This design comes from an exercise in tuning for small area, a short achievable clock period and few clock cycles per item on the open sky130 flow, not from production work.
RTL that was checked went through simulation tests only; none was proved equivalent to the original.

==> flow/design.v (excerpt) <==
module cordic #(
    parameter int Width = 16
) (
    input  logic             clk_i,
    input  logic             rst_i,
    input  logic             start_cordic_i,
    input  logic [Width-1:0] x0_i,
    input  logic [Width-1:0] y0_i,
    input  logic [Width-1:0] z0_i,
    output logic [Width-1:0] xn_o,
    output logic [Width-1:0] yn_o,
    output logic [Width-1:0] zn_o,
    output logic             done_tick_cordic_o
);
  function automatic logic [15:0] atan(input logic [3:0] i);
    case (i)
      4'd0: atan = 16'h2D00;
      4'd1: atan = 16'h1A91;
      4'd2: atan = 16'h0E09;
      4'd3: atan = 16'h0720;
      4'd4: atan = 16'h0394;
      4'd5: atan = 16'h01CA;
      4'd6: atan = 16'h00E5;
      4'd7: atan = 16'h0073;
      4'd8: atan = 16'h0039;
      4'd9: atan = 16'h001D;
      4'd10: atan = 16'h000E;
      4'd11: atan = 16'h0007;
      4'd12: atan = 16'h0004;
      4'd13: atan = 16'h0002;
      4'd14: atan = 16'h0001;
      default: atan = 16'h0000;
    endcase
  endfunction
  logic [15:0] x_q, y_q, z_q;
  logic        busy_q;   
  logic        done_q;
  logic neg;
  assign neg = z_q[15];
  logic [15:0] xi, yi;   
  assign xi = x_q ^ {16{neg}};
  ...
Size in the first run: about 970 cells after synthesis, about 100 I/O pins, roughly 6200 µm² of cells after synthesis.
==> flow/config.mk <==
export PLATFORM = sky130hd
export DESIGN_NAME = cordic
export DESIGN_NICKNAME = cordic
export VERILOG_FILES = /design/flow/design.v
export SDC_FILE = /design/flow/constraint.sdc
export NUM_CORES = 4
export LEC_CHECK = 0
export ABC_AREA = 1
export CAP_MARGIN = 20
export CORE_MARGIN = 2
export CORE_UTILIZATION = 60
export SETUP_SLACK_MARGIN = 2.0
export SLEW_MARGIN = 20
==> flow/constraint.sdc <==
create_clock -name core_clock -period 5.5 [get_ports {clk_i}]
set_input_delay 1.1000 -clock core_clock [delete_from_list [all_inputs] [get_ports {clk_i}]]
set_output_delay 1.1000 -clock core_clock [all_outputs]
set_load 0.01 [all_outputs]
run.sh (not shown) runs the stock make flow with config.mk's settings and CLKGATE_MAP_FILE= SYNTH_SCRIPT=/design/flow/synth_recipe.tcl, a recipe that flattens the netlist after the stock synthesis.
Then changed:
==> flow/flow/run.sh (new file) <==
#!/bin/bash
# The standard layout (the standard.sh, standard synthesis included), with
# one change: the port buffers that placement inserts are the smallest buffer
# cell, sky130_fd_sc_hd__buf_1, instead of the one OpenROAD picks by default.
# Every input and output port still gets its buffer. Full output in standard.log.
set -euo pipefail
export BUFFER_PORTS_ARGS="-buffer_cell sky130_fd_sc_hd__buf_1"
bash standard.sh > standard.log 2>&1
==> flow/standard.sh (new file) <==
#!/bin/bash
# synth_recipe.tcl (not shown) runs the flow's synth.tcl, then flattens the netlist and writes it again
# the make line also repeats each setting of config.mk as NAME=value (left out here)
make -C /OpenROAD-flow-scripts/flow DESIGN_CONFIG=/design/flow/config.mk WORK_HOME=/design/flow/orfs CLKGATE_MAP_FILE= SYNTH_SCRIPT=/design/flow/synth_recipe.tcl "${@:-finish}"
CORE_UTILIZATION = 40   (was 60)
removed: flow/run.sh
What happened:
- setup slack improved by 0.047 ns
- hold slack improved by 0.013 ns
Then changed:
==> flow/run.sh (new file) <==
#!/bin/bash
# synth_recipe.tcl (not shown) runs the flow's synth.tcl, then flattens the netlist and writes it again
# the make line also repeats each setting of config.mk as NAME=value (left out here)
make -C /OpenROAD-flow-scripts/flow DESIGN_CONFIG=/design/flow/config.mk WORK_HOME=/design/flow/orfs CLKGATE_MAP_FILE= SYNTH_SCRIPT=/design/flow/synth_recipe.tcl finish
ABC_AREA = default   (was 1)
removed: flow/flow/run.sh
removed: flow/standard.sh
After rerunning: The changed run finished with timing, DRC and antenna clean; sequential share of layout area shrinks by 3.6 points; utilization climbs by 9.3 points; setup slack degrades by 0.31 ns; cell area is higher by a quarter to a third; via count increases by roughly a tenth.
Then changed:
ABC_AREA = 1   (was default)
SETUP_SLACK_MARGIN = 2.4   (was 2.0)
The new run finished clean.
Wire length drops by about a fifth.
Non-clock buffer count drops by 18.
Clock-buffer cell count does not change.
First-iteration DRC count drops by well over a third.
Worst setup slack gets better by 0.48 ns.
No run of this note included a check of the RTL's function; only the layout flow was run.

========
cordic, a different RTL version from the one above (not shown whole).
For scale: roughly 780 cells after synthesis, ~53 flip-flops, roughly 0.0062 sq mm of cells after synthesis.
Design cordic, start of the top module:
module cordic #(
    parameter int Width = 16
) (
    input  logic             clk_i,
    input  logic             rst_i,
    input  logic             start_cordic_i,
    input  logic [Width-1:0] x0_i,
    input  logic [Width-1:0] y0_i,
    input  logic [Width-1:0] z0_i,
    output logic [Width-1:0] xn_o,
    output logic [Width-1:0] yn_o,
    output logic [Width-1:0] zn_o,
    output logic             done_tick_cordic_o
);
clock: 5.5 ns
lec_check: 0
cap_margin: 20
core_margin: 2
core_utilization: 40
slew_margin: 20
Stock flow here: none of the scripts above is used.
Then changed:
--- a/flow/config.mk
+++ b/flow/config.mk
@@ -7,2 +7,3 @@
 export LEC_CHECK = 0
+export ABC_CLOCK_PERIOD_IN_PS = 3000
 export CAP_MARGIN = 20
Effect: Clock skew stays the same. Maximum frequency is unchanged.
No functional check of the RTL was part of any run of this note.

========
cordic, a different RTL version from the one above (not shown whole).
For scale: about 900 cells after synthesis, about 58 flip-flops, ~100 I/O pins, ~6800 µm² of cells after synthesis.
Design cordic, start of the top module:
module cordic #(
    parameter int Width = 16
) (
    input  logic             clk_i,
    input  logic             rst_i,
    input  logic             start_cordic_i,
    input  logic [Width-1:0] x0_i,
    input  logic [Width-1:0] y0_i,
    input  logic [Width-1:0] z0_i,
    output logic [Width-1:0] xn_o,
    output logic [Width-1:0] yn_o,
    output logic [Width-1:0] zn_o,
    output logic             done_tick_cordic_o
);
  function automatic logic [15:0] atan(input logic [3:0] i);
    case (i)
      4'd0: atan = 16'h2D00;
      4'd1: atan = 16'h1A91;
      4'd2: atan = 16'h0E09;
      4'd3: atan = 16'h0720;
      4'd4: atan = 16'h0394;
      4'd5: atan = 16'h01CA;
      4'd6: atan = 16'h00E5;
      4'd7: atan = 16'h0073;
      4'd8: atan = 16'h0039;
      4'd9: atan = 16'h001D;
      4'd10: atan = 16'h000E;
      4'd11: atan = 16'h0007;
      4'd12: atan = 16'h0004;
      4'd13: atan = 16'h0002;
      4'd14: atan = 16'h0001;
      default: atan = 16'h0000;
    endcase
  endfunction
  function automatic logic [15:0] asr(input logic [15:0] v, input int k);
    for (int b = 0; b < 16; b++) asr[b] = (b + k > 15) ? v[15] : v[b + k];
  endfunction
  logic [15:0] x_q, y_q, z_q;
  logic        busy_q;   
  logic        done_q;
  logic neg;
  assign neg = z_q[15];
  logic [15:0] xi, yi;   
  assign xi = x_q ^ {16{neg}};
  assign yi = y_q ^ {16{~neg}};
  logic [15:0] xs, ys, az;
  logic [3:0] lo_q, hi_q;
  logic       last;
  ...
clock: 5.5 ns
lec_check: 0
cap_margin: 20
core_margin: 2
core_utilization: 40
setup_slack_margin: 2.6
slew_margin: 20
standard.sh (not shown) runs the stock make flow with config.mk's settings and CLKGATE_MAP_FILE= SYNTH_SCRIPT=/design/flow/synth_recipe.tcl, a recipe that flattens the netlist after the stock synthesis.
==> flow/flow/run.sh <==
#!/bin/bash
# The standard layout (the standard.sh), with two changes:
#  - synthesis maps additions to ordinary logic cells (ADDER_MAP_FILE empty,
#    so Yosys does not extract full/half-adder cells); registers are unchanged;
#  - the port buffers that placement inserts are the smallest buffer cell,
#    sky130_fd_sc_hd__buf_1, instead of the one OpenROAD picks by default.
#    Every input and output port still gets its buffer.
# Full output in standard.log.
set -euo pipefail
export ADDER_MAP_FILE=
export BUFFER_PORTS_ARGS="-buffer_cell sky130_fd_sc_hd__buf_1"
bash standard.sh > standard.log 2>&1
Testbench counts at the start, summed over its fixed seeds: cycles 8,200, items 512.
Change:
==> flow/flow/run.sh (replaced) <==
#!/bin/bash
# The standard layout (the standard.sh, standard synthesis included), with
# one change: the port buffers that placement inserts are the smallest buffer
# cell, sky130_fd_sc_hd__buf_1, instead of the one OpenROAD picks by default.
# Every input and output port still gets its buffer. Full output in standard.log.
set -euo pipefail
export BUFFER_PORTS_ARGS="-buffer_cell sky130_fd_sc_hd__buf_1"
bash standard.sh > standard.log 2>&1
ABC_AREA = 1   (was not set)
CORE_UTILIZATION = 60   (was 40)
SETUP_SLACK_MARGIN = 2.2   (was 2.6)
After rerunning: The changed run completed without violations. First-iteration DRC count shrinks by 37%. Non-clock buffer count went down by 33. Cell count is lower by 12%. Critical path depth goes up by 6.
Change:
==> flow/flow/run.sh (replaced) <==
#!/bin/bash
# The standard layout (the standard.sh), with two changes:
#  - synthesis maps additions to ordinary logic cells (ADDER_MAP_FILE empty,
#    so Yosys does not extract full/half-adder cells); registers are unchanged;
#  - the port buffers that placement inserts are the smallest buffer cell,
#    sky130_fd_sc_hd__buf_1, instead of the one OpenROAD picks by default.
#    Every input and output port still gets its buffer.
# Full output in standard.log.
set -euo pipefail
export ADDER_MAP_FILE=
export BUFFER_PORTS_ARGS="-buffer_cell sky130_fd_sc_hd__buf_1"
bash standard.sh > standard.log 2>&1
CTS_CLUSTER_DIAMETER = 200   (was not set)
CTS_CLUSTER_SIZE = 60   (was not set)
SETUP_SLACK_MARGIN = 2.6   (was 2.2)
=> Wire length goes up by 7.5%. Global-route usage goes up by 0.37 points. Worst setup slack improves by 600 ps. Final area goes up by 3.3%. Area after synthesis goes up by 17%. Clock skew hardly moves. Final cell count goes up by 37%. Hold slack degrades by 12 ps. Fmax goes up by 22%.
Change:
CORE_UTILIZATION = 40   (was 60)
CTS_CLUSTER_DIAMETER = not set   (was 200)
CTS_CLUSTER_SIZE = not set   (was 60)
=> Utilization falls by 22 points; cell area rose by 3.0%; via count came out lower by about 3%; count of clock-buffer cells in the layout came out lower by 1; die area came out higher by 48%; register-to-register slack improves by 70 ps.

what the ideal ports hide:
How much do the figures lean on ideal ports? The routed layouts below were timed once more, with nothing changed but the port constraints. Step 1 assumes that a clkbuf_16 drives the clock port and a buf_2 every other input. Step 2, shift: input delay + t, output delay - t, t = (earliest + latest rising clock arrival at the registers) / 2. This alone moves slack from input paths to output paths. Three values: ideal ports, drivers, drivers and shift; two values: the first two.
run	t (ns)	setup slack, ns	worst hold slack (ns)	latest minus earliest clock arrival (ns)	worst register clock-pin slew, ns
the first run of note 1	0.388	2.186 / 2.186 / 2.186	0.687 / 0.687 / 0.687	0.009 / 0.009	0.08 / 0.08
the second run of note 1	0.378	2.233 / 2.233 / 2.233	0.700 / 0.686 / 0.700	0.006 / 0.007	0.05 / 0.05
the third run of note 1	0.381	1.923 / 1.923 / 1.923	0.703 / 0.703 / 0.703	0.010 / 0.010	0.05 / 0.05
the fourth run of note 1	0.383	2.399 / 2.399 / 2.399	0.696 / 0.696 / 0.696	0.004 / 0.004	0.05 / 0.05
the first run of note 2	0.354	0.877 / 0.877 / 0.838	0.670 / 0.670 / 0.670	0.010 / 0.010	0.08 / 0.08
the second run of note 2	0.354	0.877 / 0.877 / 0.838	0.670 / 0.670 / 0.670	0.010 / 0.010	0.08 / 0.08
the first run of note 3	0.397	1.498 / 1.498 / 1.498	0.535 / 0.535 / 0.535	0.010 / 0.010	0.06 / 0.06
the second run of note 3	0.383	2.181 / 2.181 / 2.181	0.542 / 0.542 / 0.542	0.009 / 0.010	0.08 / 0.08
the third run of note 3	0.413	2.781 / 2.781 / 2.750	0.530 / 0.530 / 0.530	0.010 / 0.010	0.08 / 0.08
the fourth run of note 3	0.390	2.846 / 2.846 / 2.685	0.524 / 0.524 / 0.524	0.009 / 0.010	0.06 / 0.06
After both steps every run listed still meets setup and hold. For the fourth run of note 3, which loses most, drivers alone change the setup slack by 0.000 ns; drivers and shift together by -0.161 ns.
